What follows belongs to an exercise in optimizing a design on an open flow for small area, a short achievable clock period and few clock cycles; a production flow would make more cautious choices.
Where RTL was checked, it was by simulation tests only, not by an equivalence proof against the original.
No activity file was given, so power comes from the tool's default toggle rates.

Design RV32I_Core, start of the top module:
module RV32I_Core (
    input  logic        clk,
    input  logic        reset,
    input  logic [31:0] instrCode,
    output logic [31:0] instrMemAddr,
    output logic        dataWe,
    output logic [31:0] dataAddr,
    output logic [31:0] dataWData,
    input  logic [31:0] dataRData,
    output logic        transfer,
    input  logic        ready
);
Settings: LEC_CHECK=0, CAP_MARGIN=20, CORE_MARGIN=2, CORE_UTILIZATION=50, CTS_BUF_LIST=sky130_fd_sc_hd__clkbuf_8, CTS_CLUSTER_DIAMETER=60, CTS_CLUSTER_SIZE=15, PLACE_DENSITY=0.7, SETUP_SLACK_MARGIN=4.0, SLEW_MARGIN=20, SYNTH_HIERARCHICAL=1; clock period 8.0 ns.
run.sh (not shown) runs the stock make flow with config.mk's settings and CLKGATE_MAP_FILE= SYNTH_SCRIPT=/design/flow/synth_recipe.tcl, a recipe that flattens the netlist after the stock synthesis.
Testbench counts at the start, summed over its fixed seeds: cycles 32,567.
Change:
Settings changed: PLACE_DENSITY 0.7 to 0.85.
Result:
- global-route usage came out higher by 3.7 points
- count of clock-buffer cells in the layout increases by 2
- wire length came out higher by 7.6%
- final area hardly moves
- critical path depth rises by 7

========
P:
RV32I_Core, a different RTL version from the one above (not shown whole).
Size in the first run: ~5,000 cells after synthesis, roughly 170 I/O pins, about 61,000 sq um of cells after synthesis.
==> flow/config.mk <==
export PLATFORM = sky130hd
export DESIGN_NAME = RV32I_Core
export DESIGN_NICKNAME = RV32I_Core
export VERILOG_FILES = /design/flow/design.v
export SDC_FILE = /design/flow/constraint.sdc
export NUM_CORES = 4
export LEC_CHECK = 0
export CAP_MARGIN = 20
export CORE_MARGIN = 2
export CORE_UTILIZATION = 50
export SETUP_SLACK_MARGIN = 4.0
export SLEW_MARGIN = 20
export SYNTH_HIERARCHICAL = 1
==> flow/constraint.sdc <==
create_clock -name core_clock -period 8.0 [get_ports {clk}]
set_input_delay 1.6000 -clock core_clock [delete_from_list [all_inputs] [get_ports {clk}]]
set_output_delay 1.6000 -clock core_clock [all_outputs]
set_load 0.01 [all_outputs]
Having completed the whole flow, P delivered a layout that passed the timing, DRC and antenna checks.
[inputs] Q vs P
Settings: CTS_BUF_LIST newly set to sky130_fd_sc_hd__clkbuf_4 sky130_fd_sc_hd__clkbuf_8; CTS_CLUSTER_SIZE newly set to 20.
Results
- Q completed every stage of the flow, and the final layout passed the timing, DRC and antenna checks.
- Any difference in met3 track demand over resource between P and Q is small enough to ignore.
- Status: routed wire length parity (Q, P)
- Of the two candidates, P has the better via total after detailed routing and Q the worse one.
Function was not checked in any run of this note: the RTL went through the layout flow alone.

========
RV32I_Core, a different RTL version from the one above (not shown whole).
Size: about 4900 cells after synthesis, about 170 I/O pins, about 62000 µm² of cells after synthesis.
Settings: LEC_CHECK=0, CAP_MARGIN=20, CORE_MARGIN=2, CORE_UTILIZATION=40, SETUP_SLACK_MARGIN=4.0, SLEW_MARGIN=20, SYNTH_HIERARCHICAL=1; clock period 8.0 ns.
Rerun with:
--- a/flow/config.mk
+++ b/flow/config.mk
@@ -9,4 +9,4 @@
 export CORE_MARGIN = 2
-export CORE_UTILIZATION = 40
-export SETUP_SLACK_MARGIN = 4.0
+export CORE_UTILIZATION = 50
+export SETUP_SLACK_MARGIN = 3.5
 export SLEW_MARGIN = 20
After rerunning: First-iteration DRC count grows by 22%. Power shrinks by 2.4%. Global-route usage grows by 8.6 points. Critical path depth shrinks by 12. Core utilization grows by 10 points. Area after synthesis does not change. Cell area shrinks by 3.3%. Routed wire length grows by 2.2%. Worst setup slack got worse by 150 ps. Synthesized cell count stays the same.
Function was not checked in any run of this note: the RTL went through the layout flow alone.

========
Setup of rev 12:
Another version of the RTL of RV32I_Core (not shown whole).
Size in the first run: roughly 1200 flip-flops, roughly 170 I/O pins, ~0.063 mm² of cells after synthesis.
clock: 8.0 ns
lec_check: 0
cap_margin: 20
core_margin: 2
core_utilization: 50
cts_buf_list: sky130_fd_sc_hd__clkbuf_16
cts_cluster_diameter: 80
cts_cluster_size: 22
setup_slack_margin: 4.0
slew_margin: 20
synth_hierarchical: 1
Rev 12: flow completed, timing, DRC and antenna clean
Testbench counts of rev 12, summed over its fixed seeds: cycles 32,567.
What rev 13 does differently from rev 12 at the input level:
- CTS_BUF_LIST now sky130_fd_sc_hd__clkbuf_8, was sky130_fd_sc_hd__clkbuf_16
- CTS_CLUSTER_SIZE now 15, was 22
- CTS_CLUSTER_DIAMETER now 60, was 80
Findings:
Delta (rev 13 minus rev 12): sequential share of layout area climbed 0.55 points, net load switching power closely matched the old numbers. Total power: rev 13 below rev 12. In the flow results for rev 12 and rev 13, the detailed-routing iteration count for the pre-antenna-repair pass is smaller on rev 12. Diff rev 12 -> rev 13 | number of gates resized after cts | decrease of about 24%. Growth of design area from synthesis to finish: rev 13 < rev 12. Finished layout cell area (rev 13 over rev 12): decrease, 780 µm².

========
Setup of build 1:
Another version of the RTL of RV32I_Core (not shown whole).
Size: ~5100 cells after synthesis, ~1200 flip-flops, roughly 63000 sq um of cells after synthesis.
==> flow/config.mk <==
export PLATFORM = sky130hd
export DESIGN_NAME = RV32I_Core
export DESIGN_NICKNAME = RV32I_Core
export VERILOG_FILES = /design/flow/design.v
export SDC_FILE = /design/flow/constraint.sdc
export NUM_CORES = 4
export LEC_CHECK = 0
export CAP_MARGIN = 20
export CORE_MARGIN = 2
export CORE_UTILIZATION = 50
export CTS_BUF_LIST = sky130_fd_sc_hd__clkbuf_8
export CTS_CLUSTER_DIAMETER = 60
export CTS_CLUSTER_SIZE = 15
export PLACE_DENSITY = 0.7
export SETUP_SLACK_MARGIN = 4.3
export SLEW_MARGIN = 20
export SYNTH_HIERARCHICAL = 1
==> flow/constraint.sdc <==
create_clock -name core_clock -period 8.0 [get_ports {clk}]
set_input_delay 1.6000 -clock core_clock [delete_from_list [all_inputs] [get_ports {clk}]]
set_output_delay 1.6000 -clock core_clock [all_outputs]
set_load 0.01 [all_outputs]
Testbench counts of build 1, summed over its fixed seeds: cycles 32,567.
The inputs of build 62 differ from those of build 1 as listed below.
Settings: a change of SETUP_SLACK_MARGIN from 4.3 to 4.0; a deleted PLACE_DENSITY that had been 0.7.
### Flow results
- On biggest fanout along the worst timing path: between build 1 and build 62, it ends up lower for build 1.
- [build 62] global-route usage rose 1.1 points relative to build 1
- [compare] base=build 1 new=build 62: design area shows a reduction of 2.1%, via count shows a reduction of 861.
- Setup slack of the critical path after layout, build 1 and build 62: smaller value in build 62
The following lists how build 51 was set up differently from build 62:
Settings: an added PLACE_DENSITY of 0.75.
Relative to build 62, build 51 improves post-layout minimum cycle time.
Switching portion of total power for build 51: 0.26 points up relative to build 62
Taking build 62 as the reference, in build 51 total stage count of the critical path decreased 5, combinational power essentially unchanged, finished layout cell area decreased about 2.4%, portion of the layout cell area used by non-clock buffers decreased 1.1 points.
The cell type of the slowest stage on the worst timing path comes out sky130_fd_sc_hd__a21oi_1 in one run and sky130_fd_sc_hd__or4_4 in the other, namely in build 51 and build 62 respectively.
Of build 51 and build 62, it is build 51 that has the lower non-clock buffer count.

========
Another version of the RTL of RV32I_Core (not shown whole).
For scale: roughly 4,900 cells after synthesis, about 170 I/O pins.
Settings: LEC_CHECK=0, CAP_MARGIN=20, CORE_MARGIN=2, CORE_UTILIZATION=50, SETUP_SLACK_MARGIN=5.0, SLEW_MARGIN=20, SYNTH_HIERARCHICAL=1; clock period 8.0 ns.
==> next run, changes <==
- SETUP_SLACK_MARGIN: 5.0 -> 4.0
Power is lower by a few percent.
First-iteration DRC count goes down by a few percent.
Non-clock buffer count falls by 170.
Core utilization came out lower by 2.7 points.
Die area does not change.
Via count goes down slightly.
Synthesized area does not change.
Worst setup slack degrades by 0.12 ns.
Function was not checked in any run of this note: the RTL went through the layout flow alone.

========
== before ==
RTL: one of the versions met above, not the one the previous note started from.
For scale: roughly 5100 cells after synthesis, ~1200 flip-flops, ~170 I/O pins.
make LEC_CHECK=0 CAP_MARGIN=20 CORE_MARGIN=2 CORE_UTILIZATION=50 CTS_BUF_LIST=sky130_fd_sc_hd__clkbuf_8 CTS_CLUSTER_DIAMETER=60 CTS_CLUSTER_SIZE=15 PLACE_DENSITY=0.8 SETUP_SLACK_MARGIN=3.9 SLEW_MARGIN=20 SYNTH_HIERARCHICAL=1 finish   # period 8.0 ns
Every stage of the flow completed for before, and the final layout passed the timing, DRC and antenna checks.
Testbench counts of before, summed over its fixed seeds: cycles 32,567.
The following lists how after was set up differently from before:
--- a/flow/config.mk
+++ b/flow/config.mk
@@ -12,6 +12,6 @@
 export CTS_CLUSTER_DIAMETER = 60
 export CTS_CLUSTER_SIZE = 15
-export PLACE_DENSITY = 0.8
-export SETUP_SLACK_MARGIN = 3.9
+export PLACE_DENSITY = 0.75
+export SETUP_SLACK_MARGIN = 4.0
 export SLEW_MARGIN = 20
 export SYNTH_HIERARCHICAL = 1
## What came out
Sort before and after by post-route standard cell area excluding fillers, descending, and after comes first.
Number of global-route vias before repair: after vs before up 0.59%
Diff before and after: time the final worst path needs with I/O delays and setup lower in after
Delta (after minus before): ratio of cells with drive above 1 in the final layout went up by 1.7 points; detailed-routed wire length on met3 now sits lower; sequential power level; well tap count was more or less identical.
before -> after: height of the die delta 0, exact match
[after vs before] total net switching power: lower in after
Higher global-route track usage on met3 goes to before over after.

========
Starting RTL as in the previous note.
Settings: LEC_CHECK=0, CAP_MARGIN=20, CORE_MARGIN=2, CORE_UTILIZATION=50, CTS_BUF_LIST=sky130_fd_sc_hd__clkbuf_8, CTS_CLUSTER_DIAMETER=50, CTS_CLUSTER_SIZE=18, PLACE_DENSITY=0.75, SETUP_SLACK_MARGIN=4.0, SLEW_MARGIN=20, SYNTH_HIERARCHICAL=1; clock period 8.0 ns.
Testbench counts at the start, summed over its fixed seeds: cycles 32,567.
Rerun with:
Settings changed: CTS_CLUSTER_DIAMETER 50 to 60, CTS_CLUSTER_SIZE 18 to 15, PLACE_DENSITY 0.75 to not set.
Global-route usage increases by 3.7 points. Non-clock buffer count decreases by 14. Wire length increases by 7.7%. Worst hold slack gains 0.0074 ns. Sequential share of layout area increases by 0.48 points. Cell count decreases by 0.55%. Clock-buffer cell count decreases by 1.

==> re-timing with driven ports <==
No port has a modelled driver above. Below, the same layouts with a new extraction and two added sets of constraints.
Step 1, drivers: a clkbuf_16 drives clk and a buf_2 each remaining input, both assumed.
Step 2 moves the port delays by t, midway between the first and last clock arrival at a register: inputs arrive t later, outputs are due t later. That takes back most of the time a late clock gives input paths.
Slacks: no drivers / after step 1 / after step 2; pairs: no drivers / after step 1.
run | shift t [ns] | setup WS [ns] | worst setup path at the end | latest minus earliest clock arrival (ns)
the first run of note 1 | 0.889 | 3.945 / 3.884 / 2.995 | input to register | 0.071 / 0.071
the second run of note 1 | 0.996 | 3.626 / 3.633 / 2.638 | input to register | 0.070 / 0.069
P | 0.862 | 3.936 / 3.924 / 3.062 | input to register | 0.044 / 0.044
Q | 1.020 | 3.939 / 3.990 / 2.969 | input to register | 0.057 / 0.057
the first run of note 3 | 0.855 | 3.500 / 3.535 / 2.680 | input to register | 0.038 / 0.038
the second run of note 3 | 0.864 | 3.353 / 3.387 / 2.523 | input to register | 0.060 / 0.060
rev 12 | 0.809 | 3.798 / 3.798 / 3.117 | input to register | 0.060 / 0.061
rev 13 | 0.970 | 3.787 / 3.830 / 2.860 | input to register | 0.085 / 0.085
build 1 | 0.884 | 3.875 / 3.875 / 3.066 | input to register | 0.083 / 0.084
build 62 | 0.912 | 3.858 / 3.901 / 3.002 | input to register | 0.088 / 0.088
build 51 | 0.902 | 3.867 / 3.880 / 3.023 | input to register | 0.082 / 0.081
the first run of note 6 | 0.841 | 3.761 / 3.761 / 3.100 | input to register | 0.041 / 0.041
the second run of note 6 | 0.856 | 3.641 / 3.641 / 2.846 | input to register | 0.058 / 0.058
before | 0.957 | 3.795 / 3.743 / 2.882 | input to register | 0.100 / 0.099
after | 0.943 | 3.897 / 3.900 / 2.985 | input to register | 0.073 / 0.073
the first run of note 8 | 0.927 | 3.842 / 3.872 / 2.945 | input to register | 0.076 / 0.077
the second run of note 8 | 0.962 | 3.727 / 3.789 / 2.827 | input to register | 0.116 / 0.116
After both steps setup and hold are still met in every run listed. The setup slack of the second run of note 1, which loses most, moves by +0.007 ns with the drivers and by -0.988 ns with both steps.
